Context: an optimization exercise on an open-source flow, tuned for small area. The choices shown serve that exercise and are no tape-out recipe. Only simulation tests tie the RTL to the original design; equivalence was not proved. Power figures rest on the tool's default switching activity, not on a simulated workload.

## run.sh

```bash
#!/bin/bash
# synth_recipe.tcl (not shown) runs the flow's synth.tcl, then flattens the netlist and writes it again
# the make line also repeats each setting of config.mk as NAME=value (left out here)
make -C /OpenROAD-flow-scripts/flow DESIGN_CONFIG=/design/flow/config.mk WORK_HOME=/design/flow/orfs CLKGATE_MAP_FILE= SYNTH_SCRIPT=/design/flow/synth_recipe.tcl finish
```

## config.mk

```make
export PLATFORM = sky130hd
export DESIGN_NAME = MIPS
export DESIGN_NICKNAME = MIPS
export VERILOG_FILES = /design/flow/design.v
export SDC_FILE = /design/flow/constraint.sdc
export NUM_CORES = 4
export LEC_CHECK = 0
export CAP_MARGIN = 5
export CORE_MARGIN = 2
export CORE_UTILIZATION = 40
export CTS_BUF_LIST = sky130_fd_sc_hd__clkbuf_16
export CTS_CLUSTER_DIAMETER = 60
export CTS_CLUSTER_SIZE = 20
export SLEW_MARGIN = 5
export SYNTH_HIERARCHICAL = 1
export SYNTH_MEMORY_MAX_BITS = 8192
```

## constraint.sdc

```tcl
create_clock -name core_clock -period 22.0 [get_ports {Clk}]
set_input_delay 4.4000 -clock core_clock [delete_from_list [all_inputs] [get_ports {Clk}]]
set_output_delay 4.4000 -clock core_clock [all_outputs]
set_load 0.01 [all_outputs]
```

## design.v

```verilog
module MIPS(input logic Clk, input logic reset,
			input  logic [31:0] MemData,
			output logic [31:0] Address,
			output logic [31:0] WriteDataMem,
			output logic [04:0] WriteRegister,
			output logic [31:0] WriteDataReg,
			output logic wr,
			output logic RegWrite
  );
	logic [31:0] PC, EPC, IR, A, HI, LO;
	wire [5:0]  op    = IR[31:26];
	wire [4:0]  rt    = IR[20:16];
	wire [4:0]  rd    = IR[15:11];
	wire [4:0]  shamt = IR[10:6];
	wire [5:0]  funct = IR[5:0];
	wire [15:0] imm   = IR[15:0];
	wire [31:0] simm  = {{16{imm[15]}}, imm};
	wire [31:0] boff  = {simm[29:0], 2'b00};
	logic lPC, lA, lHI, lLO;
	logic rB, r4, rImm, rBoff, rFF, rFFFF;
	logic aSub, aAnd, aXor;
	logic adAlu, adExc;
	logic wRes, w227, wLt, wLui, wSh, wMem;
	logic wrRd, wr29, wr31;
	logic pcLd, pRes, pJmp, pA, pEPC;
	logic epcLd, irLd, aLdB, aLdMem, aExcHi, mInit, mStep, rdRs;
	logic ovf, lt;
	mips_ctl u_ctl (
		.Clk(Clk), .reset(reset), .IR(IR), .ovf(ovf), .eq(eq), .lo0(LO[0]),
		.lPC(lPC), .lA(lA), .lHI(lHI), .lLO(lLO),
		.rB(rB), .r4(r4), .rImm(rImm), .rBoff(rBoff), .rFF(rFF), .rFFFF(rFFFF),
		.aSub(aSub), .aAnd(aAnd), .aXor(aXor),
		.adAlu(adAlu), .adExc(adExc), .wr(wr),
		.RegWrite(RegWrite), .wRes(wRes), .w227(w227), .wLt(wLt), .wLui(wLui),
		.wSh(wSh), .wMem(wMem),
		.wrRd(wrRd), .wr29(wr29), .wr31(wr31),
		.pcLd(pcLd), .pRes(pRes), .pJmp(pJmp), .pA(pA), .pEPC(pEPC),
		.epcLd(epcLd), .irLd(irLd), .aLdB(aLdB), .aLdMem(aLdMem), .aExcHi(aExcHi),
		.mInit(mInit), .mStep(mStep), .rdRs(rdRs)
	);
	wire [4:0]  raddr = rdRs ? IR[25:21] : rt;
	logic [31:0] B;
	mips_rf u_rf (.Clk(Clk), .reset(reset), .we(RegWrite), .wa(WriteRegister),
	              .wd(WriteDataReg), .ra(raddr), .rd(B));
	wire [31:0] L = ({32{lPC}} & PC) | ({32{lA}} & A) | ({32{lHI}} & HI) | ({32{lLO}} & LO);
	wire [31:0] R = ({32{rB}} & B) | ({32{r4}} & 32'd4) | ({32{rImm}} & simm) | ({32{rBoff}} & boff) |
	                {16'd0, {8{rFFFF}}, {8{rFF | rFFFF}}};
	wire [31:0] Rx = aSub ? ~R : R;
	logic [32:0] sum;
	mips_add u_add (.a(L), .b(Rx), .ci(aSub), .s(sum));
	assign ovf = (L[31] == Rx[31]) && (sum[31] != L[31]);
	assign lt  = (L[31] != R[31]) ? L[31] : sum[31];
	wire [31:0] res = aAnd ? (L & R) : aXor ? (L ^ R) : sum[31:0];
	wire [4:0]  shn   = funct[2] ? A[4:0] : shamt;
	wire        left  = (funct[1:0] == 2'b00);
	wire        arith = funct[0] & funct[1];
	logic [31:0] shout;
	mips_shift u_sh (.x(B), .n(shn), .left(left), .fill(arith & B[31]), .y(shout));
	assign Address = adAlu ? res : adExc ? 32'd252 : PC;
	assign WriteDataMem = {op[1] ? B[31:16] : MemData[31:16],
	                       (op[1] | op[0]) ? B[15:8] : MemData[15:8], B[7:0]};
	assign WriteRegister = wr29 ? 5'd29 : wr31 ? 5'd31 : wrRd ? rd : rt;
	assign WriteDataReg = ({32{wRes}} & res) | ({32{wSh}} & shout) | ({32{wMem}} & MemData) |
	                      ({32{wLui}} & {imm, 16'd0}) | {24'd0, {8{w227}} & 8'd227} |
	                      {31'd0, wLt & lt};
	wire [31:0] pc_nx = ({32{pRes}} & res) | ({32{pJmp}} & {PC[31:28], IR[25:0], 2'b00}) |
	                    ({32{pA}} & A) | ({32{pEPC}} & EPC);
	always_ff @(posedge Clk) begin
		if (reset)     PC <= 32'd0;
		else if (pcLd) PC <= pc_nx;
	end
	always_ff @(posedge Clk) begin
		if (reset)      EPC <= 32'd0;
		else if (epcLd) EPC <= res;
	end
	always_ff @(posedge Clk) begin
		if (irLd) IR <= MemData;
	end
	always_ff @(posedge Clk) begin
		if (aLdB)        A <= B;
		else if (aLdMem) A[15:0] <= {MemData[15:8], aExcHi ? MemData[15:8] : MemData[7:0]};
	end
	wire eq = (A == B);
	always_ff @(posedge Clk) begin
		if (reset) begin
			HI <= 32'd0;
			LO <= 32'd0;
		end else if (mInit) begin
			HI <= 32'd0;
			LO <= A;
		end else if (mStep) begin
			HI <= sum[32:1];
			LO <= {sum[0], LO[31:1]};
		end
	end
endmodule
module mips_ctl(
	input  logic        Clk, reset,
	input  logic [31:0] IR,
	input  logic        ovf, eq, lo0,
	output logic        lPC, lA, lHI, lLO,
	output logic        rB, r4, rImm, rBoff, rFF, rFFFF,
	output logic        aSub, aAnd, aXor,
	output logic        adAlu, adExc, wr,
	output logic        RegWrite, wRes, w227, wLt, wLui, wSh, wMem,
	output logic        wrRd, wr29, wr31,
	output logic        pcLd, pRes, pJmp, pA, pEPC,
	output logic        epcLd, irLd, aLdB, aLdMem, aExcHi, mInit, mStep, rdRs
);
	localparam logic [5:0]
		S_RESET  = 6'd0,  S_FETCH  = 6'd1,  S_F1    = 6'd2,  S_F2    = 6'd3,
		S_DECODE = 6'd4,  S_ALU    = 6'd5,  S_BEQ   = 6'd6,  S_JALC  = 6'd7,
		S_RTE    = 6'd8,  S_NOP    = 6'd9,  S_BREAK = 6'd10, S_MULT0 = 6'd11,
		S_MULT1  = 6'd12, S_MFX    = 6'd13, S_SH1   = 6'd14, S_SH2   = 6'd15,
		S_LWA    = 6'd16, S_SWA    = 6'd17, S_SBA   = 6'd18, S_LBA   = 6'd19,
		S_LBD1   = 6'd20, S_LBD2   = 6'd21, S_EX1   = 6'd22, S_EX2   = 6'd23,
		S_EXD1   = 6'd24, S_EXD2   = 6'd25, S_EXLD  = 6'd26,
		S_J      = 6'b100000, S_JR   = 6'b100001, S_LW   = 6'b100010, S_LWD1 = 6'b100011,
		S_LWD2   = 6'b100100, S_SBD1 = 6'b100101, S_SBD2 = 6'b100110, S_SBD3 = 6'b100111,
		S_SW     = 6'b101000, S_SBW  = 6'b101001, S_LB2  = 6'b101010,
		S_STACK  = 6'b110000, S_WB   = 6'b110001, S_SLT  = 6'b110010, S_LUI  = 6'b110011,
		S_JAL31  = 6'b110100, S_MFST = 6'b110101, S_SHW  = 6'b110110, S_LWWB = 6'b110111,
		S_LB3    = 6'b111000;
	logic [5:0] state, nstate;
	logic [5:0] cnt;
	wire [5:0] op    = IR[31:26];
	wire [4:0] shamt = IR[10:6];
	wire [5:0] funct = IR[5:0];
	wire rtype = (op == 6'h00);
	wire trapov = rtype ? (funct == 6'h20 || funct == 6'h22) : (op == 6'h08);
	logic iSub, iAnd, iXor;
	always_comb begin
		if (rtype) begin
			iSub = (funct[2:1] == 2'b01);
			iAnd = (funct[2:1] == 2'b10);
			iXor = (funct[2:1] == 2'b11);
		end else begin
			iSub = 1'b0;
			iAnd = (op[2:1] == 2'b10);
			iXor = (op[2:1] == 2'b11);
		end
	end
	always_comb begin
		lPC = 1'b0; lA = 1'b1; lHI = 1'b0; lLO = 1'b0;
		rB = 1'b0; r4 = 1'b0; rImm = 1'b1; rBoff = 1'b0; rFF = 1'b0; rFFFF = 1'b0;
		aSub = 1'b0; aAnd = 1'b0; aXor = 1'b0;
		case (state)
			S_F2:     begin lPC = 1'b1; lA = 1'b0; r4 = 1'b1; rImm = 1'b0; end
			S_EX1:    begin lPC = 1'b1; lA = 1'b0; r4 = 1'b1; rImm = 1'b0; aSub = 1'b1; end
			S_ALU, S_WB: begin rB = rtype; rImm = ~rtype; aSub = iSub; aAnd = iAnd; aXor = iXor; end
			S_SLT:    begin rB = rtype; rImm = ~rtype; aSub = 1'b1; end
			S_J, S_JR, S_BEQ: begin lPC = 1'b1; lA = 1'b0; rBoff = 1'b1; rImm = 1'b0; end
			S_MULT1:  begin lHI = 1'b1; lA = 1'b0; rB = lo0; rImm = 1'b0; end
			S_JAL31:  begin lPC = 1'b1; lA = 1'b0; rImm = 1'b0; end
			S_MFST:   begin lHI = ~funct[1]; lLO = funct[1]; lA = 1'b0; rImm = 1'b0; end
			S_LB3:    begin rImm = 1'b0; rFF = ~op[0]; rFFFF = op[0]; aAnd = 1'b1; end
			S_EXLD:   begin rImm = 1'b0; rFF = 1'b1; aAnd = 1'b1; end
			default: ;
		endcase
	end
	assign adAlu = state[5] & ~state[4];
	assign adExc = (state == S_EX2);
	assign wr    = adAlu & state[3] & ~state[1];     
	assign RegWrite = state[5] & state[4];
	assign w227 = (state == S_STACK);
	assign wRes = (state == S_WB) | (state == S_JAL31) | (state == S_MFST) | (state == S_LB3);
	assign wLt  = (state == S_SLT);
	assign wLui = (state == S_LUI);
	assign wSh  = (state == S_SHW);
	assign wMem = (state == S_LWWB);
	assign wr29 = (state == S_STACK);
	assign wr31 = (state == S_JAL31);
	assign wrRd = (state == S_SLT) | (state == S_MFST) | (state == S_SHW) | ((state == S_WB) & rtype);
	assign pRes = (state == S_F2) | (state == S_BEQ) | (state == S_EXLD);
	assign pJmp = (state == S_J) | (state == S_JAL31);
	assign pA   = (state == S_JR);
	assign pEPC = (state == S_RTE);
	assign pcLd = (state == S_F2) | ((state == S_BEQ) & (eq ^ op[0])) | pJmp | pA | pEPC | (state == S_EXLD);
	assign epcLd  = (state == S_EX1);
	assign irLd   = (state == S_F2);
	assign rdRs   = (state == S_DECODE);
	assign aLdB   = (state == S_DECODE);
	assign aLdMem = (state == S_LBD2) | (state == S_EXD2);
	assign aExcHi = (state == S_EXD2) & ~trapov;
	assign mInit  = (state == S_MULT0);
	assign mStep  = (state == S_MULT1) & ~cnt[5];
	always_comb begin
		nstate = S_FETCH;
		case (state)
			S_RESET:  nstate = S_STACK;
			S_FETCH:  nstate = S_F1;
			S_F1:     nstate = S_F2;
			S_F2:     nstate = S_DECODE;
			S_DECODE: begin
				case (op)
					6'h00: begin
						case (funct)
							6'h20, 6'h21, 6'h22, 6'h23, 6'h24, 6'h26: nstate = S_ALU;
							6'h0d: nstate = S_BREAK;
							6'h00: nstate = (shamt == 5'd0) ? S_NOP : S_SH1;
							6'h02, 6'h03, 6'h04, 6'h07: nstate = S_SH1;
							6'h18: nstate = S_MULT0;
							6'h10, 6'h12: nstate = S_MFX;
							6'h08: nstate = S_JR;
							6'h2a: nstate = S_SLT;
							default: nstate = S_EX1;
						endcase
					end
					6'h10:   nstate = (funct == 6'h10) ? S_RTE : S_EX1;
					6'h24, 6'h25: nstate = S_LBA;
					6'h04, 6'h05: nstate = S_BEQ;
					6'h08, 6'h09, 6'h0c, 6'h0e: nstate = S_ALU;
					6'h23:   nstate = S_LWA;
					6'h2b:   nstate = S_SWA;
					6'h28, 6'h29: nstate = S_SBA;
					6'h0f:   nstate = S_LUI;
					6'h02:   nstate = S_J;
					6'h03:   nstate = S_JALC;
					6'h0a:   nstate = S_SLT;
					default: nstate = S_EX1;
				endcase
			end
			S_ALU:    nstate = (trapov && ovf) ? S_EX1 : S_WB;
			S_JALC:   nstate = S_JAL31;
			S_BREAK:  nstate = S_BREAK;
			S_MULT0:  nstate = S_MULT1;
			S_MULT1:  nstate = (cnt == 6'd33) ? S_FETCH : S_MULT1;
			S_MFX:    nstate = S_MFST;
			S_SH1:    nstate = S_SH2;
			S_SH2:    nstate = S_SHW;
			S_LWA:    nstate = S_LW;
			S_LW:     nstate = S_LWD1;
			S_LWD1:   nstate = S_LWD2;
			S_LWD2:   nstate = S_LWWB;
			S_SWA:    nstate = S_SW;
			S_SBA:    nstate = S_SBD1;
			S_SBD1:   nstate = S_SBD2;
			S_SBD2:   nstate = S_SBD3;
			S_SBD3:   nstate = S_SBW;
			S_LBA:    nstate = S_LB2;
			S_LB2:    nstate = S_LBD1;
			S_LBD1:   nstate = S_LBD2;
			S_LBD2:   nstate = S_LB3;
			S_EX1:    nstate = S_EX2;
			S_EX2:    nstate = S_EXD1;
			S_EXD1:   nstate = S_EXD2;
			S_EXD2:   nstate = S_EXLD;
			default:  nstate = S_FETCH;
		endcase
	end
	always_ff @(posedge Clk) begin
		if (reset) state <= S_RESET;
		else       state <= nstate;
	end
	always_ff @(posedge Clk) begin
		if (state == S_MULT0)      cnt <= 6'd0;
		else if (state == S_MULT1) cnt <= cnt + 6'd1;
	end
endmodule
module mips_rf(input logic Clk, input logic reset, input logic we, input logic [4:0] wa,
               input logic [31:0] wd, input logic [4:0] ra, output logic [31:0] rd);
	logic [31:0] regs [0:31];
	assign rd = regs[ra];
	wire [31:0] wdata = reset ? 32'd0 : wd;
	always_ff @(posedge Clk)
		for (int i = 0; i < 32; i++)
			if (reset || (we && wa == i[4:0]))
				regs[i] <= wdata;
endmodule
module mips_add(input logic [31:0] a, input logic [31:0] b, input logic ci, output logic [32:0] s);
	logic        c16, h0c, h1c;
	logic [15:0] h0, h1;
	mips_add16 u_lo (.a(a[15:0]),  .b(b[15:0]),  .ci(ci),   .s(s[15:0]), .co(c16));
	mips_add16 u_h0 (.a(a[31:16]), .b(b[31:16]), .ci(1'b0), .s(h0),      .co(h0c));
	mips_add16 u_h1 (.a(a[31:16]), .b(b[31:16]), .ci(1'b1), .s(h1),      .co(h1c));
	assign s[31:16] = c16 ? h1 : h0;
	assign s[32]    = c16 ? h1c : h0c;
endmodule
module mips_add16(input logic [15:0] a, input logic [15:0] b, input logic ci,
                  output logic [15:0] s, output logic co);
	logic [16:0] c;
	assign c[0] = ci;
	for (genvar k = 0; k < 16; k++) begin : g_rc
		assign s[k]   = a[k] ^ b[k] ^ c[k];
		assign c[k+1] = (a[k] & b[k]) | (c[k] & (a[k] ^ b[k]));
	end
	assign co = c[16];
endmodule
module mips_shift(input logic [31:0] x, input logic [4:0] n, input logic left, input logic fill,
                  output logic [31:0] y);
	logic [31:0] xin;
	logic [63:0] r;
	always_comb begin
		for (int i = 0; i < 32; i++) xin[i] = left ? x[31-i] : x[i];
		r = {{32{fill}}, xin} >> n;
		for (int i = 0; i < 32; i++) y[i] = left ? r[31-i] : r[i];
	end
endmodule
```

==> results of run 1 <==
[registers in the layout, indices dropped and copies added, names as in the netlist]
signal / flops
A: 32
EPC: 32
HI: 32
IR: 32
LO: 32
PC: 32
u_ctl.cnt: 6
u_ctl.state: 6
u_rf.regs: 1024
[final cells by class]
| type | count | area share, % |
|---|---|---|
| antenna | 4 | 0.0154 |
| clock inverter | 69 | 1.41 |
| sequential | 1228 | 54.5 |
| tap | 1890 | 3.63 |
| clock buffer | 98 | 3.77 |
| multi-input combinational | 2812 | 32.0 |
| timing repair buffer | 334 | 4.38 |
| inverter | 59 | 0.340 |
[tightest hold or removal path, stage by stage (launching register included)]
cell and delay [ps]:
dfxtp_1 320, nor2_1 90, nor3_1 50
[cell families (layout without fill, tap and decap cells)]
| kind of cell | count (synthesis) | count (layout) |
|---|---|---|
| other | 2 | 6 |
| multiplexers | 397 | 397 |
| flip-flops | 1228 | 1228 |
| AND/OR/NAND/NOR | 1175 | 1175 |
| AO/OA/AOI/OAI | 1082 | 1082 |
| XOR/XNOR | 74 | 74 |
| adder cells (fa/ha/maj) | 82 | 82 |
| buffers and inverters | 374 | 560 |
[per-module statistics from Yosys (local to each module, per instance)]
module | copies in the design | area (µm²) | cells inside
mips_shift | 1 | 3580 | 455
mips_add16 | 3 | 358 | 26
mips_add | 1 | 268 | 21
MIPS | 1 | 12000 | 1358
mips_rf | 1 | 38200 | 2149
mips_ctl | 1 | 2220 | 353
[cells in the mapped netlist (all sizes together) (11+ instances only)]
cell type	instances
nor2	341
a221oi	36
dfxtp	140
nor3	80
a31oi	26
a22o	48
xor2	71
buf	157
a32oi	17
nand4	64
mux2i	209
o22ai	22
o21ai	109
a21o	17
nor2b	55
nand2b	55
and3	13
clkbuf	158
a22oi	439
or2	15
or3	11
nand3	89
nor4	31
inv	58
mux2	159
nand2	364
a222oi	42
a211oi	31
ha	34
o21bai	19
a21oi	152
o221ai	12
edfxtp	1088
fa	48
mux4	29
and2	11
[power by group through the flow]
| stage | clock [W] | combinational [W] | sequential, W |
|---|---|---|---|
| detailed placement | 0 | 0.00170 | 0.00278 |
| finish | 0.00189 | 0.00175 | 0.00273 |
| CTS | 0.00190 | 0.00171 | 0.00273 |
| global route | 0.00198 | 0.00184 | 0.00274 |
| global placement | 0 | 0.00169 | 0.00278 |
| floorplan | 0 | 0.00103 | 0.00276 |
[final timing paths]
path	from	to	slack, ps	cells after the start
worst min-delay path	PC[15]	PC[15]	500	2
worst max-delay path	u_ctl.state[4]	Address[31]	3120	42
worst max register to register	u_ctl.state[4]	u_rf.regs[20][18]	7920	41
worst min register to register	PC[15]	PC[15]	500	2
[layer usage]
metal / vias up / wire [µm] / track usage (%)
met5: - / 22 / 0
li1: 17400 / - / -
met3: 639 / 27100 / 6.88
met2: 3167 / 103000 / 47.4
met4: 4 / 14500 / 16.9
met1: 21600 / 86100 / 40.6
[per-stage QoR]
stage	hold slack [ps]	instances
floorplan	459	4414
global placement	475	6323
detailed placement	484	6323
CTS	497	6490
global route	508	6490
finish	496	6494
==> results_dict.tcl, run 1 <==
set metrics [dict create \
    drv_cap 0 \
    coreArea_mm2 0.142 \
    comb_power_share_pct 27.5 \
    seq_power_share_pct 42.9 \
    syn_area_mm2 0.0573 \
    final_nets 4649 \
    critPathTopFamily "adder cells" \
    synth_compound_area_share_pct 13.7 \
    drc 0 \
    final_core_util_pct 45.9 \
    powerDensity_mw_per_mm2 98.0 \
    status "no timing/DRC/antenna violations" \
    post-cts-setup-buffer-count 0 \
    hold_viol 0 \
    dp_slack_ps 4090 \
    routed_wl_um 231000 \
    dp_hpwl_um 146000 \
    ys_seq_area_share_pct 61.9 \
    synth_fa_ha_area_share_pct 2.42 \
    place.gp.congestion 0.952 \
    peakVddDrop_v 0.0000874 \
    grt_max_degree 73 \
    setup_tns_ps 0 \
    cts_max_level 3 \
    startpoint_type "flop" \
    cts_tree "done" \
    critPathCaptureType "output pin" \
    tightest_slew_ps 1330 \
    die_w_um 382 \
    p_sw_share_pct 33.0 \
    finClkSkew_ps 92.4 \
    final_cell_mix "edfxtp_1, a22oi_1, nand2_1" \
    synth_edf_count 1088 \
    cts_buffers 98 \
    worstPathRequired_ps 17600 \
    path_clk_slew_ps 60 \
    drive_gt1_share_pct 15.6 \
    syn-instance-count 4414 \
    ys_seq_elements 1228 \
    slew_headroom_pct 10.7 \
    cpPeakStageDelay_ps 790 \
    multi_input_area_mm2 0.0208 \
    clock_sinks 1228 \
    clk_path_buf_depth 3 \
    crit_type "flop to output pin" \
    hp-class "flop to flop" \
    switchingPower_w 0.00210 \
    fmax_mhz 53.0 \
    clk_latency_ps 780 \
    setup_violations 0 \
    dpl-instance-area_mm2 0.0617 \
    min_period_ps 18880 \
    synth_xor_area_share_pct 1.14 \
    clock-root-buffer "clkbuf_16" \
    wl_per_cell_um 35.6 \
    grt_pass1_vias 40200 \
    io_buffers 136 \
    die_h_um 382 \
    finalMaxSlewViolations 0 \
    crit_top_cell "fa_1" \
    num_vias 42800 \
    avgSynthCellArea_um2 13.0 \
    synth-simple-area-share_pct 9.76 \
    grt_pass1_wl_um 319000 \
    detailedRoute.firstPassIterationCount 8 \
    ys_types 105 \
    io-pin-count 137 \
    cp_num_buf_inv 9 \
    cts_resized 0 \
    synth_ff_type "edfxtp_1" \
    antenna_found_initial 9 \
    finalPower_w 0.00638 \
    yosys_warnings 11 \
    antenna_left 0 \
    internal-power_w 0.00427 \
    grt_use_total_pct 30.8 \
    grt_setup_unrepaired "false" \
    fillers 12700 \
    die-area_mm2 0.146 \
    drt_iter0_drc 6805 \
    row_count 138 \
    final_area_mm2 0.0651 \
    synthArstFlopShare_pct 0 \
    synth_top_area_cell "edfxtp_1" \
    post-synth-top-area-fraction_pct 57.0 \
    syn_nets 4530 \
    cp_data_arrival_time_ps 14480 \
    grt.overflow.total 0 \
    final_common_cell "edfxtp_1" \
    postCtsHoldBufs 0 \
    syn2layout_area_growth_pct 13.6 \
    viasPerCell 6.59 \
    final-seq-area_mm2 0.0355 \
    synthMuxAreaShare_pct 8.04 \
    synth_top_family_by_area "compound AO/OA/AOI/OAI gates" \
    synth.area.top_cells "edfxtp_1, a22oi_1, dfxtp_1, mux2i_1, mux2_2" \
    fin_crit_sh_pct 85.8 \
    worstPathMaxFanout 57 \
    cpMaxStageDelayCell "mux2_4" \
    fin_ws_ps 3120 \
    p_leak_nw 22.9 \
    initial_core_util_pct 40.4 \
    power_frac_clock_pct 29.7 \
]
==> inputs of run 2 (changes only) <==
==> flow/run.sh (new file) <==
#!/bin/bash
# Own layout flow: the standard flow (standard.sh) with these changes,
# all made through ORFS's own variables and Yosys's own commands:
#   - synthesis is synth_recipe.tcl except that ORFS's liberty mapping step
#     (made after the flip-flops are mapped, as in the standard synthesis)
#     maps the register file, control, shifter and top-level datapath with
#     an area-oriented ABC script (flow/abc_area_nobuf.script: dc2, dch,
#     amap, then gate sizing), and the adder modules with ORFS's
#     speed script (flow/split_synth.tcl);
#   - port buffers are sky130_fd_sc_hd__buf_1 (every port still gets one);
#   - clock-tree synthesis inserts no dummy loads, and clusters sinks 20 at
#     a time within 60 um, with clkbuf_16 only.
# Each tool's output: synth_make.log and flow_make.log here, and ORFS's own
# per-step logs under orfs/logs/.
set -euo pipefail
W=$(pwd)
export BUFFER_PORTS_ARGS="-buffer_cell sky130_fd_sc_hd__buf_1"
export CTS_ARGS="-sink_clustering_enable -repair_clock_nets -dont_use_dummy_load -sink_clustering_size 20 -sink_clustering_max_diameter 60 -buf_list sky130_fd_sc_hd__clkbuf_16"
export ABC_SPEED_MODULES="mips_add mips_add16"
export ABC_ALT_MODULES="MIPS mips_rf mips_shift mips_ctl"
export ABC_ALT_SCRIPT="$W/flow/abc_area_nobuf.script"
make -C "$FLOW_HOME" DESIGN_CONFIG="$W/config.mk" WORK_HOME="$W/orfs" CLKGATE_MAP_FILE= \
  SYNTH_SCRIPT="$W/flow/split_synth.tcl" synth > synth_make.log 2>&1
bash standard.sh > flow_make.log 2>&1
==> flow/abc_area_nobuf.script (new file) <==
strash
dc2
dch
amap
topo
stime -c
upsize -c
dnsize -c
==> flow/split_synth.tcl (new file) <==
# The standard flow's synthesis script (synth_recipe.tcl) with one change: ORFS's liberty
# mapping step (its one "abc" call, made after the flip-flops are mapped, so
# the registers are the standard synthesis's) maps the modules in
# ABC_ALT_MODULES with the ABC script ABC_ALT_SCRIPT and the modules in
# ABC_SPEED_MODULES with the script ORFS chose.
proc synth {args} { yosys synth -nofsm -noshare {*}$args }
proc abc {args} {
  set i [lsearch -exact $args -script]
  set alt_args [lreplace $args [expr {$i + 1}] [expr {$i + 1}] $::env(ABC_ALT_SCRIPT)]
  yosys abc {*}$args {*}$::env(ABC_SPEED_MODULES)
  yosys abc {*}$alt_args {*}$::env(ABC_ALT_MODULES)
}
source $::env(SCRIPTS_DIR)/synth.tcl
# left out here: clear keep_hierarchy, flatten, clean up, hide names made inside functions, write 1_2_yosys.v
==> standard.sh (new file) <==
#!/bin/bash
# synth_recipe.tcl (not shown) runs the flow's synth.tcl, then flattens the netlist and writes it again
# the make line also repeats each setting of config.mk as NAME=value (left out here)
make -C /OpenROAD-flow-scripts/flow DESIGN_CONFIG=/design/flow/config.mk WORK_HOME=/design/flow/orfs CLKGATE_MAP_FILE= SYNTH_SCRIPT=/design/flow/synth_recipe.tcl "${@:-finish}"
removed: run.sh
==> run 2 against run 1 <==
Compared with the run above:
- via count down 5.8%
- clock power down 16%
- cell count down 9.4%
- largest power group unchanged
- fmax down 0.81%
- die area down 8.5%
- count of clock-buffer cells in the layout up 3
- still clean on timing, DRC and antenna
- sequential cell count unchanged
- non-clock buffer count down 19
==> results_dict.tcl, run 2 <==
set metrics [dict create \
    wl_per_cell_um 36.6 \
    tightest_slew_ps 1340 \
    fin_crit_sh_pct 86.5 \
    timing.reg2reg.worst_path_depth 46 \
    powerDensity_mw_per_mm2 100 \
    post-synth-top-area-fraction_pct 62.4 \
    row_count 132 \
    synth_top_area_cell "edfxtp_1" \
    grt_pass1_vias 37300 \
    clock_sinks 1228 \
    die_w_um 366 \
    r2r-start "u_ctl.state[3]" \
    critPathTopFamily "adder cells" \
    ys_types 77 \
    grt.overflow.total 0 \
    post-cts-setup-buffer-count 0 \
    synthArstFlopShare_pct 0 \
    die_h_um 366 \
    die-area_mm2 0.134 \
    ys_seq_area_share_pct 67.8 \
    final_cell_mix "edfxtp_1, nor2_1, clkinv_1" \
    peakVddDrop_v 0.0000579 \
    avgSynthCellArea_um2 14.0 \
    routed_wl_um 215000 \
    route.met3.wl_um 27500 \
    grt_pass1_wl_um 297000 \
    clk_path_buf_depth 3 \
    crit_type "flop to output pin" \
    slew_headroom_pct 10.2 \
    hold_viol 0 \
    fillers 11600 \
    crit_top_cell "fa_1" \
    dp_hpwl_um 132000 \
    p_leak_nw 20.1 \
    final_cells 5881 \
    worstReg2RegEnd "u_rf.regs[11][29]" \
    final-seq-area_mm2 0.0355 \
    clk_latency_ps 780 \
    cpMaxStageDelayCell "a21oi_1" \
    multi_input_area_mm2 0.0165 \
    fin_ws_ps 2970 \
    cp_num_buf_inv 12 \
    dp_slack_ps 4000 \
    drt_iter0_drc 7686 \
    setup_violations 0 \
    cts_tree "done" \
    startpoint_type "flop" \
    cp_data_arrival_time_ps 14630 \
    place.gp.congestion 0.999 \
    grt_max_degree 102 \
    io-pin-count 137 \
    cpPeakStageDelay_ps 690 \
    io_buffers 136 \
    grt_use_total_pct 31.1 \
    synth_ff_type "edfxtp_1" \
    cts_resized 0 \
    reg2reg_slack_ps 6860 \
    top_layer "met4" \
    regMostFlops "u_rf.regs" \
    final_area_mm2 0.0595 \
    syn2layout_area_growth_pct 13.6 \
    cts_buffers 101 \
    setup_tns_ps 0 \
    synth.area.top_cells "edfxtp_1, dfxtp_1, a222oi_1, nor2_1, o22a_1" \
    finalMaxSlewViolations 0 \
    ys_seq_elements 1228 \
    diodes 0 \
    yosys_warnings 11 \
    worstPathRequired_ps 17600 \
    fmax_mhz 52.5 \
    worstHoldStart "EPC[8]" \
    clock-root-buffer "clkbuf_16" \
    final_common_cell "edfxtp_1" \
    coreArea_mm2 0.130 \
    min_to "EPC[8]" \
    wl_met1_um 81500 \
    dp_cells 5779 \
    yosys.cell_count.top_type "edfxtp_1" \
    finClkSkew_ps 132 \
    antenna_left 0 \
    syn_nets 3843 \
    wl_met2_um 95200 \
    cts_max_level 3 \
    largest_register_ffs 1024 \
    holdPathStages 2 \
    synth_edf_count 1088 \
    viasPerCell 6.85 \
    num_vias 40300 \
    min_period_ps 19030 \
    antenna_found_initial 4 \
    syn-instance-count 3727 \
    initial_core_util_pct 40.4 \
    worstPathMaxFanout 21 \
    final_nets 4257 \
    detailedRoute.firstPassIterationCount 9 \
    syn_area_mm2 0.0524 \
    path_clk_slew_ps 50 \
    dpl-instance-area_mm2 0.0569 \
    synthTopCellsByCount "edfxtp_1, nor2_1, clkinv_1" \
    hp-class "flop to flop" \
    critPathCaptureType "output pin" \
    postCtsHoldBufs 0 \
    grt_setup_unrepaired "false" \
    drv_cap 0 \
    status "no timing/DRC/antenna violations" \
    drive_gt1_share_pct 10.7 \
    drc 0 \
]
==> run 2: cell types whose count changed after synthesis, sizes merged, moves of 71 or more <==
cell | previous run | this run
o22ai | 22 | 155
mux2i | 209 | 0
a222oi | 42 | 186
clkinv | 1 | 207
clkbuf | 158 | 0
xor2 | 71 | 0
a22oi | 439 | 115
nand2 | 364 | 210
mux2 | 159 | 17
o22a | 10 | 125
buf | 157 | 4
==> run 2: cells by family (layout without fill, tap and decap cells) <==
group,count (synthesis),in the layout,share of synthesized area (%)
buf+inv,256,668,1.96
mux,17,17,0.437
simple gates,844,844,7.95
compound gates,1298,1298,19.2
fa+ha+maj,82,82,2.65
flops,1228,1228,67.8
other cells,2,2,0.0143
==> run 2: worst max path at each step <==
| stage | startpoint | end | cells past startpoint |
|---|---|---|---|
| after global placement | u_ctl.state[3] | WriteDataReg[29] | 46 |
| after global routing | u_ctl.state[3] | WriteDataReg[22] | 46 |
| after CTS | u_ctl.state[3] | WriteDataReg[29] | 46 |
| final | u_ctl.state[3] | WriteDataReg[27] | 46 |
| after floorplan | u_ctl.state[3] | WriteDataReg[26] | 44 |
| after detailed placement | u_ctl.state[3] | WriteDataReg[29] | 46 |
==> run 2: report_power, final <==
part | internal [W] | switching, W | total, W
clock network | 0.000801 | 0.000791 | 0.00159
logic | 0.000514 | 0.00114 | 0.00165
registers | 0.00267 | 0.0000588 | 0.00273
total | 0.00398 | 0.00199 | 0.00597
==> run 2: area by class of cell <==
cell class                      count  share of cell area (%)
Clock buffer                      101                    4.25
Tap cell                         1742                    3.66
Sequential cell                  1228                    59.6
Multi-Input combinational cell   2243                    27.7
Timing Repair Buffer              315                    3.16
Inverter                          252                    1.65
==> run 2: metal layers <==
layer,global-route usage [%],up-vias
met5,0,-
met4,13.0,0
met3,7.06,539
met2,47.7,3169
met1,42.5,20300
li1,-,16300
==> run 2: Yosys stat by module (local to each module, per instance) <==
| module | cell area (µm²) | copies in the design |
|---|---|---|
| mips_ctl | 1650 | 1 |
| MIPS | 10700 | 1 |
| mips_add16 | 358 | 3 |
| mips_rf | 36800 | 1 |
| mips_shift | 1830 | 1 |
| mips_add | 268 | 1 |
==> run 2: worst reg2reg max path, delay by kind of cell (launching register included) <==
kind | cells | cell delay (ps)
AOI/OAI and AO/OA | 10 | 3680
adders and majority gates | 16 | 6140
buffers and inverters | 12 | 1850
DFF | 1 | 380
muxes | 1 | 310
and+or+nand+nor | 7 | 2400
==> run 2: metrics by stage <==
step / util, % / total power [W] / hold WS [ps]
2_1_floorplan: - / 0.00373 / 433
3_3_place_gp: 43.9 / 0.00435 / 451
3_5_place_dp: 43.9 / 0.00436 / 453
4_1_cts: 45.9 / 0.00592 / 461
5_1_grt: 45.9 / 0.00616 / 485
6_report: 45.9 / 0.00597 / 462
==> inputs of run 3 (changes only) <==
--- a/flow/run.sh
+++ b/flow/run.sh
@@ -7,7 +7,7 @@
 #     an area-oriented ABC script (flow/abc_area_nobuf.script: dc2, dch,
-#     amap, then gate sizing), and the adder modules with ORFS's
+#     amap), and the adder modules with ORFS's
 #     speed script (flow/split_synth.tcl);
 #   - port buffers are sky130_fd_sc_hd__buf_1 (every port still gets one);
-#   - clock-tree synthesis inserts no dummy loads, and clusters sinks 20 at
-#     a time within 60 um, with clkbuf_16 only.
+#   - clock-tree synthesis inserts no dummy loads, and clusters sinks 10 at
+#     a time within 35 um, with clkbuf_4 only.
 # Each tool's output: synth_make.log and flow_make.log here, and ORFS's own
@@ -17,3 +17,3 @@
 export BUFFER_PORTS_ARGS="-buffer_cell sky130_fd_sc_hd__buf_1"
-export CTS_ARGS="-sink_clustering_enable -repair_clock_nets -dont_use_dummy_load -sink_clustering_size 20 -sink_clustering_max_diameter 60 -buf_list sky130_fd_sc_hd__clkbuf_16"
+export CTS_ARGS="-sink_clustering_enable -repair_clock_nets -dont_use_dummy_load -sink_clustering_size 10 -sink_clustering_max_diameter 35 -buf_list sky130_fd_sc_hd__clkbuf_4"
 export ABC_SPEED_MODULES="mips_add mips_add16"
==> flow/abc_area_nobuf.script (replaced) <==
strash
dc2
dch
amap
--- a/config.mk
+++ b/config.mk
@@ -9,6 +9,6 @@
 export CORE_MARGIN = 2
-export CORE_UTILIZATION = 40
-export CTS_BUF_LIST = sky130_fd_sc_hd__clkbuf_16
-export CTS_CLUSTER_DIAMETER = 60
-export CTS_CLUSTER_SIZE = 20
+export CORE_UTILIZATION = 45
+export CTS_BUF_LIST = sky130_fd_sc_hd__clkbuf_4
+export CTS_CLUSTER_DIAMETER = 35
+export CTS_CLUSTER_SIZE = 10
 export SLEW_MARGIN = 5
==> run 3 against run 2 <==
Compared with the run above:
- non-clock buffer count rose by 8
- combinational power barely moved
- synthesized cell count did not move
- first-iteration DRC count fell by 12%
- core utilization rose by 4.8 points
- sequential cell count did not move
- critical path type unchanged
- largest power group unchanged
==> results_dict.tcl, run 3 <==
set metrics [dict create \
    seq_power_share_pct 49.4 \
    fin_crit_sh_pct 91.5 \
    fmax_mhz 49.7 \
    cp_data_arrival_time_ps 15730 \
    place.gp.congestion 1.05 \
    worstReg2RegEnd "u_rf.regs[21][16]" \
    power_frac_clock_pct 20.9 \
    powerDensity_mw_per_mm2 95.2 \
    die-area_mm2 0.118 \
    clk_path_buf_depth 3 \
    grt_pass1_wl_um 290000 \
    synth_ff_type "edfxtp_1" \
    post-cts-setup-buffer-count 0 \
    cpMaxStageDelayCell "o21ai_0" \
    grt_setup_unrepaired "false" \
    reg2reg_slack_ps 6260 \
    drt_iter0_drc 6743 \
    switchingPower_w 0.00194 \
    die_h_um 344 \
    avgSynthCellArea_um2 13.9 \
    grt.overflow.total 0 \
    cts_max_level 4 \
    worstHoldStart "LO[28]" \
    crit_type "flop to output pin" \
    grt_pass1_vias 37800 \
    synth_top_area_cell "edfxtp_1" \
    status "no timing/DRC/antenna violations" \
    min_period_ps 20130 \
    die_w_um 344 \
    setup_tns_ps 0 \
    coreArea_mm2 0.115 \
    final_common_cell "edfxtp_1" \
    wl_per_cell_um 36.5 \
    worstPathMaxFanout 36 \
    io_buffers 136 \
    routed_wl_um 210000 \
    worstPathRequired_ps 17600 \
    crit_top_cell "fa_1" \
    viasPerCell 7.00 \
    clock-root-buffer "clkbuf_4" \
    startpoint_type "flop" \
    comb_power_share_pct 29.7 \
    internal-power_w 0.00358 \
    cts_buffers 195 \
    cts_resized 0 \
    drc 0 \
    path_clk_slew_ps 80 \
    syn_area_mm2 0.0520 \
    io-pin-count 137 \
    num_vias 40300 \
    largest_register_ffs 1024 \
    drv_cap 0 \
    initial_core_util_pct 45.4 \
    slew_headroom_pct 8.72 \
    setup_violations 0 \
    syn_nets 3843 \
    grt_max_degree 66 \
    r2r-start "u_ctl.state[3]" \
    holdPathStages 2 \
    ys_seq_area_share_pct 68.2 \
    post-synth-top-area-fraction_pct 62.8 \
    antenna_left 0 \
    synth_edf_count 1088 \
    hp-class "flop to flop" \
    p_leak_nw 19.6 \
    detailedRoute.firstPassIterationCount 9 \
    synthTopCellsByCount "edfxtp_1, nor2_1, clkinv_1" \
    critPathCaptureType "output pin" \
    peakVddDrop_v 0.0000462 \
    cts_tree "done" \
    final_cell_mix "edfxtp_1, nor2_1, clkinv_1" \
    dp_hpwl_um 133000 \
    syn-instance-count 3727 \
    timing.reg2reg.worst_path_depth 44 \
    yosys_warnings 11 \
    syn2layout_area_growth_pct 11.6 \
    drive_gt1_share_pct 12.2 \
    min_to "LO[27]" \
    final_nets 4359 \
    cpPeakStageDelay_ps 1060 \
    yosys.cell_count.top_type "edfxtp_1" \
    clk_latency_ps 1220 \
    row_count 124 \
    grt_use_total_pct 35.1 \
    synth.area.top_cells "edfxtp_1, dfxtp_1, a222oi_1, nor2_1, o22a_1" \
    tightest_slew_ps 1350 \
    ys_seq_elements 1228 \
    clock_sinks 1228 \
    finalMaxSlewViolations 0 \
    finClkSkew_ps 207 \
    p_sw_share_pct 35.1 \
    synthArstFlopShare_pct 0 \
    fin_ws_ps 1870 \
    dp_slack_ps 3480 \
    antenna_found_initial 6 \
    hold_viol 0 \
    postCtsHoldBufs 0 \
    regMostFlops "u_rf.regs" \
    ys_types 58 \
]
run 3: cell types whose count changed after synthesis, moves of 5 or more:
cell,delta
clkinv_1,+15
inv_2,-11
nand2_1,+7
nand2_2,-5
nand3_1,+6
nor2_1,+28
nor2_2,-13
nor2_4,-13
nor3_1,+6
nor3_4,-6
o21ai_0,+13
o21ai_1,-13
run 3: routing by layer:
metal | GRT usage, % | vias to the layer above | wire length [µm]
met5 | 0 | - | 9
met4 | 17.5 | 2 | 11800
met3 | 9.19 | 548 | 27800
met2 | 53.6 | 3151 | 93400
met1 | 46.6 | 20100 | 77500
li1 | - | 16600 | -
run 3: Yosys stat by module, one instance, submodules excluded:
module | cells inside | cell area (µm²) | copies in the design
mips_rf | 1818 | 36500 | 1
MIPS | 1270 | 10700 | 1
mips_shift | 256 | 1810 | 1
mips_ctl | 284 | 1620 | 1
mips_add16 | 26 | 358 | 3
mips_add | 21 | 268 | 1
run 3: worst max-delay path by stage:
stage | startpoint | end | cells after the start
6_report | u_ctl.state[3] | WriteDataReg[28] | 44
3_3_place_gp | u_ctl.state[3] | WriteDataReg[27] | 44
5_1_grt | u_ctl.state[3] | WriteDataReg[27] | 45
4_1_cts | u_ctl.state[3] | WriteDataReg[27] | 44
2_1_floorplan | u_ctl.state[3] | WriteDataReg[26] | 44
3_5_place_dp | u_ctl.state[3] | WriteDataReg[27] | 44
run 3: cell type report:
| type | instances | area [µm²] |
|---|---|---|
| inverter | 252 | 946 |
| antenna | 11 | 27.5 |
| sequential | 1228 | 35500 |
| multi-input combinational | 2243 | 16300 |
| tap | 1512 | 1890 |
| timing repair buffer | 323 | 1930 |
| fill | 9985 | 56500 |
| clock buffer | 195 | 1460 |
run 3: cell families after synthesis:
family          after synthesis  synth area share (%)
buf+inv                     256                  1.91
simple gates                844                  7.40
compound gates             1298                  19.3
fa+ha+maj                    82                  2.67
flops                      1228                  68.2
other cells                   2                0.0144
mux                          17                 0.440
run 3: critical path: cells and delay by family (launching register included):
family / cells / cell delay (ps)
fa+ha+maj: 16 / 5990
compound gates: 10 / 3920
flops: 1 / 360
mux: 1 / 350
simple gates: 6 / 1410
buf+inv: 11 / 2500
run 3: through the flow:
stage,cells,utilization (%),power (W),cell area (µm²),hold slack [ps]
global placement,5558,49.4,0.00434,56500,452
detailed placement,5558,49.4,0.00434,56500,455
floorplan,3727,-,0.00372,52000,433
CTS,5753,50.7,0.00547,58000,434
global route,5760,50.7,0.00572,58000,481
finish,5764,50.7,0.00552,58000,452
run 3: power by group through the flow:
stage | Clock [W] | Sequential (W) | Combinational, W
after floorplan | 0 | 0.00276 | 0.000956
after global placement | 0 | 0.00277 | 0.00157
after detailed placement | 0 | 0.00278 | 0.00157
after CTS | 0.00117 | 0.00273 | 0.00158
after global routing | 0.00126 | 0.00274 | 0.00172
final | 0.00115 | 0.00273 | 0.00164
==> inputs of run 4 (changes only) <==
--- a/flow/run.sh
+++ b/flow/run.sh
@@ -6,3 +6,3 @@
 #     maps the register file, control, shifter and top-level datapath with
-#     an area-oriented ABC script (flow/abc_area_nobuf.script: dc2, dch,
+#     an area-oriented ABC script (flow/abc_area_nobuf.script: fraig, dc2, dch,
 #     amap), and the adder modules with ORFS's
==> flow/abc_area_nobuf.script (replaced) <==
strash
fraig
dc2
dch
amap
==> run 4 against run 3 <==
Compared with the run above:
- sequential cell count unchanged
- clock skew decreased by 2.6 ps
- global-route usage up 0.61 points
- highest routed layer unchanged
==> results_dict.tcl, run 4 <==
set metrics [dict create \
    yosys.cell_count.top_type "edfxtp_1" \
    io_buffers 136 \
    status "no timing/DRC/antenna violations" \
    synth_edf_count 1088 \
    worstHoldStart "LO[21]" \
    syn-instance-count 3664 \
    cts_buffers 195 \
    worstPathMaxFanout 41 \
    finalMaxSlewViolations 0 \
    syn_nets 3780 \
    die-area_mm2 0.118 \
    post-synth-top-area-fraction_pct 63.1 \
    crit_top_cell "fa_1" \
    r2r-start "u_ctl.state[2]" \
    antenna_left 0 \
    cts_resized 0 \
    worstReg2RegEnd "u_rf.regs[18][17]" \
    grt_max_degree 66 \
    fmax_mhz 49.3 \
    drt_iter0_drc 6674 \
    yosys_warnings 11 \
    row_count 124 \
    largest_register_ffs 1024 \
    min_period_ps 20290 \
    io-pin-count 137 \
    grt_setup_unrepaired "false" \
    powerDensity_mw_per_mm2 105 \
    ys_types 58 \
    p_leak_nw 19.5 \
    critPathCaptureType "output pin" \
    clk_latency_ps 1300 \
    cpPeakStageDelay_ps 580 \
    avgSynthCellArea_um2 14.1 \
    final_cell_mix "edfxtp_1, nor2_1, clkinv_1" \
    timing.reg2reg.worst_path_depth 45 \
    synthArstFlopShare_pct 0 \
    slew_headroom_pct 7.13 \
    synthTopCellsByCount "edfxtp_1, nor2_1, clkinv_1" \
    hold_viol 0 \
    post-cts-setup-buffer-count 0 \
    final_nets 4286 \
    startpoint_type "flop" \
    peakVddDrop_v 0.0000722 \
    synth_ff_type "edfxtp_1" \
    antenna_found_initial 7 \
    ys_seq_area_share_pct 68.6 \
    grt.overflow.total 0 \
    die_h_um 343 \
    coreArea_mm2 0.114 \
    cpMaxStageDelayCell "a2111oi_0" \
    die_w_um 343 \
    path_clk_slew_ps 80 \
    drive_gt1_share_pct 12.0 \
    cp_data_arrival_time_ps 15890 \
    worstPathRequired_ps 17600 \
    clock-root-buffer "clkbuf_4" \
    place.gp.congestion 1.02 \
    synth.area.top_cells "edfxtp_1, dfxtp_1, a222oi_1, nor2_1, o22a_1" \
    viasPerCell 7.10 \
    routed_wl_um 214000 \
    tightest_slew_ps 1390 \
    final_common_cell "edfxtp_1" \
    initial_core_util_pct 45.3 \
    grt_use_total_pct 35.7 \
    drc 0 \
    dp_hpwl_um 132000 \
    syn_area_mm2 0.0517 \
    crit_type "flop to output pin" \
    clock_sinks 1228 \
    holdPathStages 2 \
    clk_path_buf_depth 3 \
    num_vias 40400 \
    wl_per_cell_um 37.5 \
    cts_tree "done" \
    regMostFlops "u_rf.regs" \
    ys_seq_elements 1228 \
    detailedRoute.firstPassIterationCount 10 \
    finClkSkew_ps 204 \
    cts_max_level 4 \
    setup_violations 0 \
    fin_crit_sh_pct 92.2 \
    min_to "LO[20]" \
    synth_top_area_cell "edfxtp_1" \
    grt_pass1_vias 37700 \
    syn2layout_area_growth_pct 11.4 \
    postCtsHoldBufs 0 \
    reg2reg_slack_ps 6300 \
    drv_cap 0 \
    hp-class "flop to flop" \
    setup_tns_ps 0 \
    grt_pass1_wl_um 293000 \
    final_core_util_pct 50.5 \
]
[run 4: kinds of logic after synthesis]
logic type,Yosys count,synth area share (%)
simple gates,785,7.06
flops,1228,68.6
buf+inv,270,2.02
mux,17,0.442
compound gates,1280,19.2
fa+ha+maj,82,2.68
other cells,2,0.0145
[run 4: metal layers]
metal	track usage [%]	vias up	wire length, µm
li1	-	16400	-
met5	0	-	28
met4	18.4	4	12700
met3	10.3	682	29400
met2	54.9	3197	94700
met1	46.1	20100	76800
[run 4: report_power, final]
part,internal (W),total (W),switching (W),leakage (nW)
Combinational,0.000642,0.00214,0.00149,6.29
Sequential,0.00271,0.00278,0.0000682,12.3
Clock,0.000402,0.00117,0.000765,0.897
[run 4: cell type report]
type / instances / area [µm²]
tap: 1512 / 1890
antenna: 10 / 25.0
sequential: 1228 / 35500
timing repair buffer: 313 / 1840
multi-input combinational: 2166 / 15900
inverter: 266 / 998
clock buffer: 195 / 1460
fill: 9960 / 56600
[run 4: how the worst max path moves through the flow]
stage	to	start	cells after the start	slack [ps]
2_1_floorplan	WriteDataReg[26]	u_ctl.state[2]	42	3570
3_3_place_gp	WriteDataReg[21]	u_ctl.state[2]	45	3320
3_5_place_dp	WriteDataReg[21]	u_ctl.state[2]	45	3330
4_1_cts	WriteDataReg[21]	u_ctl.state[2]	45	2000
5_1_grt	WriteDataReg[21]	u_ctl.state[2]	45	1250
6_report	WriteDataReg[21]	u_ctl.state[2]	45	1710
[run 4: worst max-delay path, delay by kind of cell, from the launching register on]
family	cells	cell delay (ps)
compound gates	9	3240
flops	1	470
mux	1	340
fa+ha+maj	16	6090
buf+inv	12	2890
simple gates	7	1600
[run 4: per-stage QoR]
stage / area (µm²) / hold slack (ps) / worst slack, ps / instances / power (W)
finish: 57600 / 452 / 1710 / 5690 / 0.00608
CTS: 57600 / 464 / 2000 / 5680 / 0.00600
global placement: 56100 / 453 / 3320 / 5485 / 0.00486
detailed placement: 56100 / 457 / 3330 / 5485 / 0.00487
global route: 57600 / 494 / 1250 / 5686 / 0.00629
floorplan: 51700 / 433 / 3570 / 3664 / 0.00402
[run 4: per-module statistics from Yosys (local to each module, per instance)]
module      times used  flip-flops and latches  cell area [µm²]
MIPS                 1                     192            10700
mips_add16           3                       0              358
mips_rf              1                    1024            36300
mips_ctl             1                      12             1590
mips_shift           1                       0             1810
mips_add             1                       0              268
==> inputs of run 5 (changes only) <==
--- a/flow/run.sh
+++ b/flow/run.sh
@@ -6,4 +6,4 @@
 #     maps the register file, control, shifter and top-level datapath with
-#     an area-oriented ABC script (flow/abc_area_nobuf.script: fraig, dc2, dch,
-#     amap), and the adder modules with ORFS's
+#     an area-oriented ABC script (flow/abc_area_nobuf.script: fraig, dc2, dch -f,
+#     amap -m), and the adder modules with ORFS's
 #     speed script (flow/split_synth.tcl);
==> flow/abc_area_nobuf.script (replaced) <==
strash
fraig
dc2
dch -f
amap -m
==> run 5 against run 4 <==
Compared with the run above:
- the layout now fails its checks (max-capacitance violations)
- count of clock-buffer cells in the layout unchanged
- first-iteration DRC count increased by 2.6%
- combinational power about the same
- cell area about the same
- clock power about the same
- synthesized cell count fell by 1.6%
- worst hold slack got worse by 3.0 ps
- via count is 1.5% lower
- cell count decreased by 0.86%
- area after synthesis shrank 0.14%
- sequential power about the same
- largest power group unchanged
==> results_dict.tcl, run 5 <==
set metrics [dict create \
    crit_top_cell "fa_1" \
    min_period_ps 20730 \
    status "failed layout checks" \
    setup_tns_ps 0 \
    worstPathRequired_ps 17600 \
    coreArea_mm2 0.114 \
    fillers 10000 \
    so_faults "max-capacitance violations" \
    tightest_slew_ps 1430 \
    synth_ff_type "edfxtp_1" \
    cpPeakStageDelay_ps 1190 \
    power_frac_clock_pct 19.0 \
    timing.reg2reg.worst_path_depth 39 \
    syn_nets 3721 \
    clk_path_buf_depth 3 \
    grt_pass1_vias 37300 \
    dp_hpwl_um 130000 \
    slew_headroom_pct 2.03 \
    antenna_left 0 \
    grt_setup_unrepaired "false" \
    synth.area.top_cells "edfxtp_1, dfxtp_1, a222oi_1, o22ai_1, o22a_1" \
    fin_crit_sh_pct 94.2 \
    drc 0 \
    hp-class "flop to flop" \
    place.gp.congestion 1.01 \
    io-pin-count 137 \
    switchingPower_w 0.00225 \
    r2r-start "u_ctl.state[2]" \
    avgSynthCellArea_um2 14.3 \
    die_w_um 343 \
    finClkSkew_ps 189 \
    synth_edf_count 1088 \
    dpl-instance-area_mm2 0.0561 \
    syn2layout_area_growth_pct 11.6 \
    yosys_warnings 11 \
    post-cts-setup-buffer-count 0 \
    fmax_mhz 48.2 \
    critPathCaptureType "output pin" \
    synth_top_area_cell "edfxtp_1" \
    die_h_um 343 \
    hold_viol 0 \
    worstReg2RegEnd "u_rf.regs[9][31]" \
    drv_cap 1 \
    cts_resized 0 \
    startpoint_type "flop" \
    cpMaxStageDelayCell "a2111oi_0" \
    cp_data_arrival_time_ps 16330 \
    ys_seq_area_share_pct 68.6 \
    p_sw_share_pct 37.2 \
    syn_area_mm2 0.0517 \
    routed_wl_um 206000 \
    detailedRoute.firstPassIterationCount 8 \
    ys_types 56 \
    largest_register_ffs 1024 \
    postCtsHoldBufs 0 \
    grt.overflow.total 0 \
    worstPathMaxFanout 17 \
    clock-root-buffer "clkbuf_4" \
    wl_per_cell_um 36.5 \
    grt_max_degree 60 \
    post-synth-top-area-fraction_pct 63.2 \
    antenna_found_initial 11 \
    crit_type "flop to output pin" \
    yosys.cell_count.top_type "edfxtp_1" \
    grt_pass1_wl_um 285000 \
    internal-power_w 0.00380 \
    num_vias 39800 \
    synthArstFlopShare_pct 0 \
    io_buffers 136 \
    clock_sinks 1228 \
    setup_violations 0 \
    viasPerCell 7.06 \
    grt_use_total_pct 34.5 \
    seq_power_share_pct 45.7 \
    synthTopCellsByCount "edfxtp_1, nor2_1, clkinv_1" \
    p_leak_nw 19.2 \
    comb_power_share_pct 35.3 \
    die-area_mm2 0.118 \
    final_area_mm2 0.0577 \
    peakVddDrop_v 0.0000528 \
    drt_iter0_drc 6845 \
    regMostFlops "u_rf.regs" \
    row_count 124 \
    cts_tree "done" \
    path_clk_slew_ps 90 \
    holdPathStages 2 \
    final_nets 4237 \
    worstHoldStart "LO[19]" \
    ys_seq_elements 1228 \
    min_to "LO[18]" \
    clk_latency_ps 1240 \
    final_common_cell "edfxtp_1" \
    syn-instance-count 3605 \
    finalMaxSlewViolations 0 \
    powerDensity_mw_per_mm2 105 \
    initial_core_util_pct 45.3 \
    cts_max_level 4 \
    cts_buffers 195 \
    drive_gt1_share_pct 12.6 \
    final_cell_mix "edfxtp_1, clkinv_1, nor2_1" \
    reg2reg_slack_ps 5630 \
]
## run 5: cell types whose count changed in the layout (fill, tap and decap cells not counted), sizes merged, moves of 10 or more
cell     before  now
a222oi      228  205
nor2        289  249
o22ai       154  238
a21oi       110   58
nand2       181  140
a221oi       46   63
o21a          8   27
a2111oi      59   71
buf         312  322
o21ai       164  143
## run 5: layout make-up
type / count / area (µm²) / share of cell area (%)
diodes: 10 / 25.0 / 0.0434
clock buffers: 195 / 1460 / 2.54
inverters: 270 / 1010 / 1.76
multi-input cells: 2103 / 15900 / 27.5
flip-flops and latches: 1228 / 35500 / 61.5
well taps: 1512 / 1890 / 3.28
repair buffers: 323 / 1930 / 3.35
## run 5: worst max path at each step
stage,end,start,slack (ps)
finish,WriteDataReg[31],u_ctl.state[2],1270
global route,WriteDataReg[31],u_ctl.state[2],1020
CTS,WriteDataReg[31],u_ctl.state[2],1640
detailed placement,WriteDataReg[31],u_ctl.state[2],2930
global placement,WriteDataReg[31],u_ctl.state[2],2980
floorplan,WriteDataReg[20],u_ctl.state[2],3450
## run 5: per-stage QoR
step                power [W]  hold slack (ps)  utilization [%]  worst slack (ps)  std cells
detailed placement    0.00486              455             49.2              2930       5433
CTS                   0.00598              456             50.4              1640       5628
global placement      0.00486              450             49.2              2980       5433
global route          0.00626              484             50.5              1020       5637
finish                0.00605              449             50.5              1270       5641
floorplan             0.00404              433                -              3450       3605
## run 5: power groups by stage
stage	Combinational, W	Clock, W	Sequential [W]
after global routing	0.00223	0.00125	0.00278
after detailed placement	0.00204	0	0.00282
after CTS	0.00205	0.00116	0.00277
after global placement	0.00204	0	0.00281
final	0.00214	0.00115	0.00277
after floorplan	0.00123	0	0.00280
## run 5: worst max-delay path, delay by kind of cell, from the launching register on
kind / cells / cell delay, ps
muxes: 1 / 520
DFF: 1 / 470
AOI/OAI and AO/OA: 8 / 3940
and+or+nand+nor: 6 / 2570
adders and majority gates: 16 / 6040
buffers and inverters: 8 / 1660
## run 5: kinds of logic after synthesis
kind of cell / count (synthesis) / share of synthesized area (%)
AOI/OAI and AO/OA: 1307 / 19.8
adders and majority gates: 82 / 2.68
buffers and inverters: 274 / 2.05
DFF: 1228 / 68.6
muxes: 17 / 0.443
other: 2 / 0.0145
and+or+nand+nor: 695 / 6.40
## run 5: per-layer routing
metal,global-route usage (%),vias to the layer above,routed length [µm]
met5,0,-,43
met4,17.0,6,11100
met1,45.7,19900,76100
met2,53.4,2987,93400
met3,8.15,565,25000
li1,-,16300,-
## run 5: per-module statistics from Yosys (local to each module, per instance)
| module | times used | flip-flops and latches | cells inside | area, µm² |
|---|---|---|---|---|
| mips_ctl | 1 | 12 | 272 | 1600 |
| mips_shift | 1 | 0 | 257 | 1760 |
| mips_add | 1 | 0 | 21 | 268 |
| mips_rf | 1 | 1024 | 1762 | 36300 |
| mips_add16 | 3 | 0 | 26 | 358 |
| MIPS | 1 | 192 | 1215 | 10700 |
==> inputs of run 6 (changes only) <==
--- a/design.v
+++ b/design.v
@@ -10,2 +10,3 @@
 	logic [31:0] PC, EPC, IR, A, HI, LO;
+	logic        eq;
 	wire [5:0]  op    = IR[31:26];
@@ -25,3 +26,3 @@
 	logic pcLd, pRes, pJmp, pA, pEPC;
-	logic epcLd, irLd, aLdB, aLdMem, aExcHi, mInit, mStep, rdRs;
+	logic epcLd, irLd, aLdB, aLdMem, aExcHi, eqLd, mInit, mStep, rdF2;
 	logic ovf, lt;
@@ -38,5 +39,5 @@
 		.epcLd(epcLd), .irLd(irLd), .aLdB(aLdB), .aLdMem(aLdMem), .aExcHi(aExcHi),
-		.mInit(mInit), .mStep(mStep), .rdRs(rdRs)
+		.eqLd(eqLd), .mInit(mInit), .mStep(mStep), .rdF2(rdF2)
 	);
-	wire [4:0]  raddr = rdRs ? IR[25:21] : rt;
+	wire [4:0]  raddr = rdF2 ? MemData[25:21] : rt;
 	logic [31:0] B;
@@ -82,3 +83,5 @@
 	end
-	wire eq = (A == B);
+	always_ff @(posedge Clk) begin
+		if (eqLd) eq <= (res == 32'd0);
+	end
 	always_ff @(posedge Clk) begin
@@ -107,3 +110,3 @@
 	output logic        pcLd, pRes, pJmp, pA, pEPC,
-	output logic        epcLd, irLd, aLdB, aLdMem, aExcHi, mInit, mStep, rdRs
+	output logic        epcLd, irLd, aLdB, aLdMem, aExcHi, eqLd, mInit, mStep, rdF2
 );
@@ -151,2 +154,3 @@
 			S_SLT:    begin rB = rtype; rImm = ~rtype; aSub = 1'b1; end
+			S_DECODE: begin rB = 1'b1; rImm = 1'b0; aXor = 1'b1; end
 			S_J, S_JR, S_BEQ: begin lPC = 1'b1; lA = 1'b0; rBoff = 1'b1; rImm = 1'b0; end
@@ -180,4 +184,5 @@
 	assign irLd   = (state == S_F2);
-	assign rdRs   = (state == S_DECODE);
-	assign aLdB   = (state == S_DECODE);
+	assign rdF2   = (state == S_F2);
+	assign aLdB   = (state == S_F2);
+	assign eqLd   = (state == S_DECODE);
 	assign aLdMem = (state == S_LBD2) | (state == S_EXD2);
--- a/flow/run.sh
+++ b/flow/run.sh
@@ -6,4 +6,4 @@
 #     maps the register file, control, shifter and top-level datapath with
-#     an area-oriented ABC script (flow/abc_area_nobuf.script: fraig, dc2, dch -f,
-#     amap -m), and the adder modules with ORFS's
+#     an area-oriented ABC script (flow/abc_area_nobuf.script: fraig, dc2, dch,
+#     amap), and the adder modules with ORFS's
 #     speed script (flow/split_synth.tcl);
==> flow/abc_area_nobuf.script (replaced) <==
strash
fraig
dc2
dch
amap
--- a/config.mk
+++ b/config.mk
@@ -7,3 +7,3 @@
 export LEC_CHECK = 0
-export CAP_MARGIN = 5
+export CAP_MARGIN = 10
 export CORE_MARGIN = 2
@@ -13,3 +13,3 @@
 export CTS_CLUSTER_SIZE = 10
-export SLEW_MARGIN = 5
+export SLEW_MARGIN = 10
 export SYNTH_HIERARCHICAL = 1
==> run 6 against run 5 <==
Compared with the run above:
- now clean on timing, DRC and antenna
- synthesized cell count is 0.14% lower
- fmax is 0.65% lower
- routed wire length is 1.3% higher
- critical endpoint is now WriteDataReg[26]
- highest routed layer unchanged
- combinational power rose by 9.8%
==> results_dict.tcl, run 6 <==
set metrics [dict create \
    cts_buffers 191 \
    clk_latency_ps 1280 \
    synth_edf_count 1089 \
    grt_util_met1_pct 47.0 \
    dp_slack_ps 1340 \
    antenna_found_initial 17 \
    final_nets 4247 \
    coreArea_mm2 0.114 \
    slew_headroom_pct 8.55 \
    finalPower_w 0.00627 \
    worstPathMaxFanout 17 \
    viasPerCell 7.07 \
    avgSynthCellArea_um2 14.3 \
    syn-instance-count 3600 \
    drive_gt1_share_pct 12.8 \
    synthArstFlopShare_pct 0 \
    startpoint_type "input pin" \
    fin_crit_sh_pct 94.9 \
    drt_iter0_drc 7851 \
    synthTopCellsByCount "edfxtp_1, nor2_1, a222oi_1" \
    post-synth-top-area-fraction_pct 63.6 \
    antenna_left 0 \
    ys_seq_elements 1229 \
    largest_register_ffs 1024 \
    finClkSkew_ps 195 \
    io-pin-count 137 \
    gr-usage-met2_pct 52.5 \
    io_buffers 136 \
    yosys.cell_count.top_type "edfxtp_1" \
    yosys_warnings 11 \
    final_cell_mix "edfxtp_1, nor2_1, a222oi_1" \
    syn_area_mm2 0.0514 \
    detailedRoute.firstPassIterationCount 13 \
    die-area_mm2 0.117 \
    tightest_slew_ps 1370 \
    die_h_um 342 \
    synth.area.top_cells "edfxtp_1, dfxtp_1, a222oi_1, o22a_1, nor2_1" \
    seq_power_share_pct 44.2 \
    cts_resized 0 \
    comb_power_share_pct 37.4 \
    p_leak_nw 19.5 \
    grt.overflow.total 0 \
    cp_data_arrival_time_ps 16470 \
    postCtsHoldBufs 0 \
    initial_core_util_pct 45.2 \
    ys_types 60 \
    worstSetupEndpoint "WriteDataReg[26]" \
    internal-power_w 0.00383 \
    cpMaxStageDelayCell "a21oi_2" \
    hp-class "flop to flop" \
    reg2reg_slack_ps 7140 \
    syn2layout_area_growth_pct 11.9 \
    grt_pass1_wl_um 288000 \
    top_usage_layer "met2" \
    finalMaxSlewViolations 0 \
    grt_pass1_vias 37000 \
    dp_hpwl_um 130000 \
    fmax_mhz 47.9 \
    p_sw_share_pct 39.0 \
    final-seq-area_mm2 0.0355 \
    cts_max_level 4 \
    routed_wl_um 208000 \
    cpPeakStageDelay_ps 930 \
    min_period_ps 20870 \
    grt_use_total_pct 35.1 \
    grt_setup_unrepaired "false" \
    synth_ff_type "edfxtp_1" \
    drv_cap 0 \
    grt_max_degree 66 \
    multi_input_area_mm2 0.0157 \
    hold_viol 0 \
    num_vias 40000 \
    synth_top_area_cell "edfxtp_1" \
    wl_per_cell_um 36.8 \
    cts_tree "done" \
    ys_seq_area_share_pct 69.0 \
    place.gp.congestion 1.03 \
    regMostFlops "u_rf.regs" \
    startpoint "MemData[25]" \
    setup_violations 0 \
    setup_tns_ps 0 \
    crit_type "input pin to output pin" \
    power_frac_clock_pct 18.4 \
    clock-root-buffer "clkbuf_4" \
    clock_sinks 1229 \
    worstHoldStart "LO[18]" \
    syn_nets 3716 \
    peakVddDrop_v 0.0000671 \
    row_count 124 \
    clk_path_buf_depth 3 \
    switchingPower_w 0.00245 \
    fillers 9897 \
    final_common_cell "edfxtp_1" \
    status "no timing/DRC/antenna violations" \
    die_w_um 342 \
    powerDensity_mw_per_mm2 109 \
    r2r-start "u_ctl.state[1]" \
    post-cts-setup-buffer-count 0 \
    worstPathRequired_ps 17600 \
    critPathCaptureType "output pin" \
    grt_util_met3_pct 9.28 \
    drc 0 \
    timing.reg2reg.worst_path_depth 45 \
    worstReg2RegEnd "eq" \
    fin_ws_ps 1130 \
    crit_top_cell "fa_1" \
    path_clk_slew_ps 80 \
    holdPathStages 2 \
]
==> run 6: cell count changes in the layout (fill, tap and decap cells not counted), sizes merged, moves of 31 or more <==
cell,previous run,this run
clkinv,238,197
a222oi,205,236
o21ai,143,175
o22ai,238,127
a21oi,58,101
nor2,249,308
==> run 6: cell families after synthesis <==
family | count (synthesis) | synth area share (%)
AO/OA/AOI/OAI | 1239 | 18.8
adder cells (fa/ha/maj) | 82 | 2.70
buffers and inverters | 234 | 1.78
flip-flops | 1229 | 69.0
multiplexers | 17 | 0.445
other | 2 | 0.0146
AND/OR/NAND/NOR | 797 | 7.27
==> run 6: routing by layer <==
metal	vias to the layer above	share of wire, %
li1	16200	-
met1	19900	36
met2	3258	44
met3	611	14
met4	18	5.9
met5	-	0.082
==> run 6: Yosys stat by module, one instance, submodules excluded <==
| module | flip-flops and latches | copies in the design | cells |
|---|---|---|---|
| mips_shift | 0 | 1 | 256 |
| mips_ctl | 12 | 1 | 268 |
| mips_add | 0 | 1 | 21 |
| mips_add16 | 0 | 3 | 26 |
| mips_rf | 1024 | 1 | 1767 |
| MIPS | 193 | 1 | 1210 |
==> run 6: stage by stage <==
step,instances,utilization (%),cell area (µm²),hold slack [ps]
floorplan,3600,-,51400,433
global route,5652,50.5,57600,488
CTS,5639,50.5,57500,463
global placement,5448,49.2,56000,450
finish,5658,50.6,57600,445
detailed placement,5448,49.2,56000,454
==> run 6: cell type report <==
class | count | share of cell area [%]
flip-flops and latches | 1229 | 61.7
inverters | 229 | 1.49
repair buffers | 343 | 3.65
well taps | 1512 | 3.29
clock buffers | 191 | 2.49
diodes | 17 | 0.0739
multi-input cells | 2137 | 27.3
==> run 6: power by group through the flow <==
stage	Clock, W	Sequential [W]	Combinational [W]
after floorplan	0	0.00281	0.00126
after global placement	0	0.00282	0.00223
after detailed placement	0	0.00282	0.00223
after CTS	0.00116	0.00277	0.00225
after global routing	0.00125	0.00279	0.00245
final	0.00115	0.00277	0.00235
==> run 6: how the worst min path moves through the flow <==
stage	end
2_1_floorplan	EPC[5]
4_1_cts	EPC[13]
3_5_place_dp	EPC[13]
6_report	LO[17]
3_3_place_gp	EPC[4]
5_1_grt	EPC[17]
==> run 6: worst max-delay path: cells and delay by family <==
family                   cells  cell delay [ps]
adder cells (fa/ha/maj)     16             6060
AO/OA/AOI/OAI                8             2190
AND/OR/NAND/NOR              4              500
multiplexers                 1              320
buffers and inverters       15             2960

-- port drivers added, routing unchanged --
In the flow no input, the clock included, has a driving cell. The finished layouts below were timed again as built, in two steps.
Step 1 assumes that a clkbuf_16 drives the clock port and a buf_2 every other input.
Step 2 also shifts input and output timing later by t, the mid clock arrival at the registers, as if the neighbouring blocks saw the same clock.
Slacks: no drivers / after step 1 / after step 2; pairs: no drivers / after step 1.
run | t (ns) | setup WS [ns] | hold slack, ns | worst data-port slew with drivers (ns) | pins driven straight from the clock port
run 1 | 0.811 | 3.123 / 3.046 / 3.857 | 0.496 / 0.496 / 0.496 | 0.04 | 1
run 2 | 0.789 | 2.968 / 2.894 / 3.683 | 0.462 / 0.462 / 0.462 | 0.09 | 1
run 3 | 1.187 | 1.874 / 1.806 / 2.992 | 0.452 / 0.452 / 0.452 | 0.04 | 1
run 4 | 1.264 | 1.710 / 1.644 / 2.908 | 0.452 / 0.452 / 0.452 | 0.04 | 1
run 5 | 1.212 | 1.267 / 1.198 / 2.410 | 0.449 / 0.449 / 0.449 | 0.07 | 1
run 6 | 1.256 | 1.131 / 1.038 / 1.038 | 0.445 / 0.445 / 0.445 | 0.14 | 1
For run 6, which loses most, drivers alone change the setup slack by -0.093 ns; drivers and shift together by -0.093 ns.
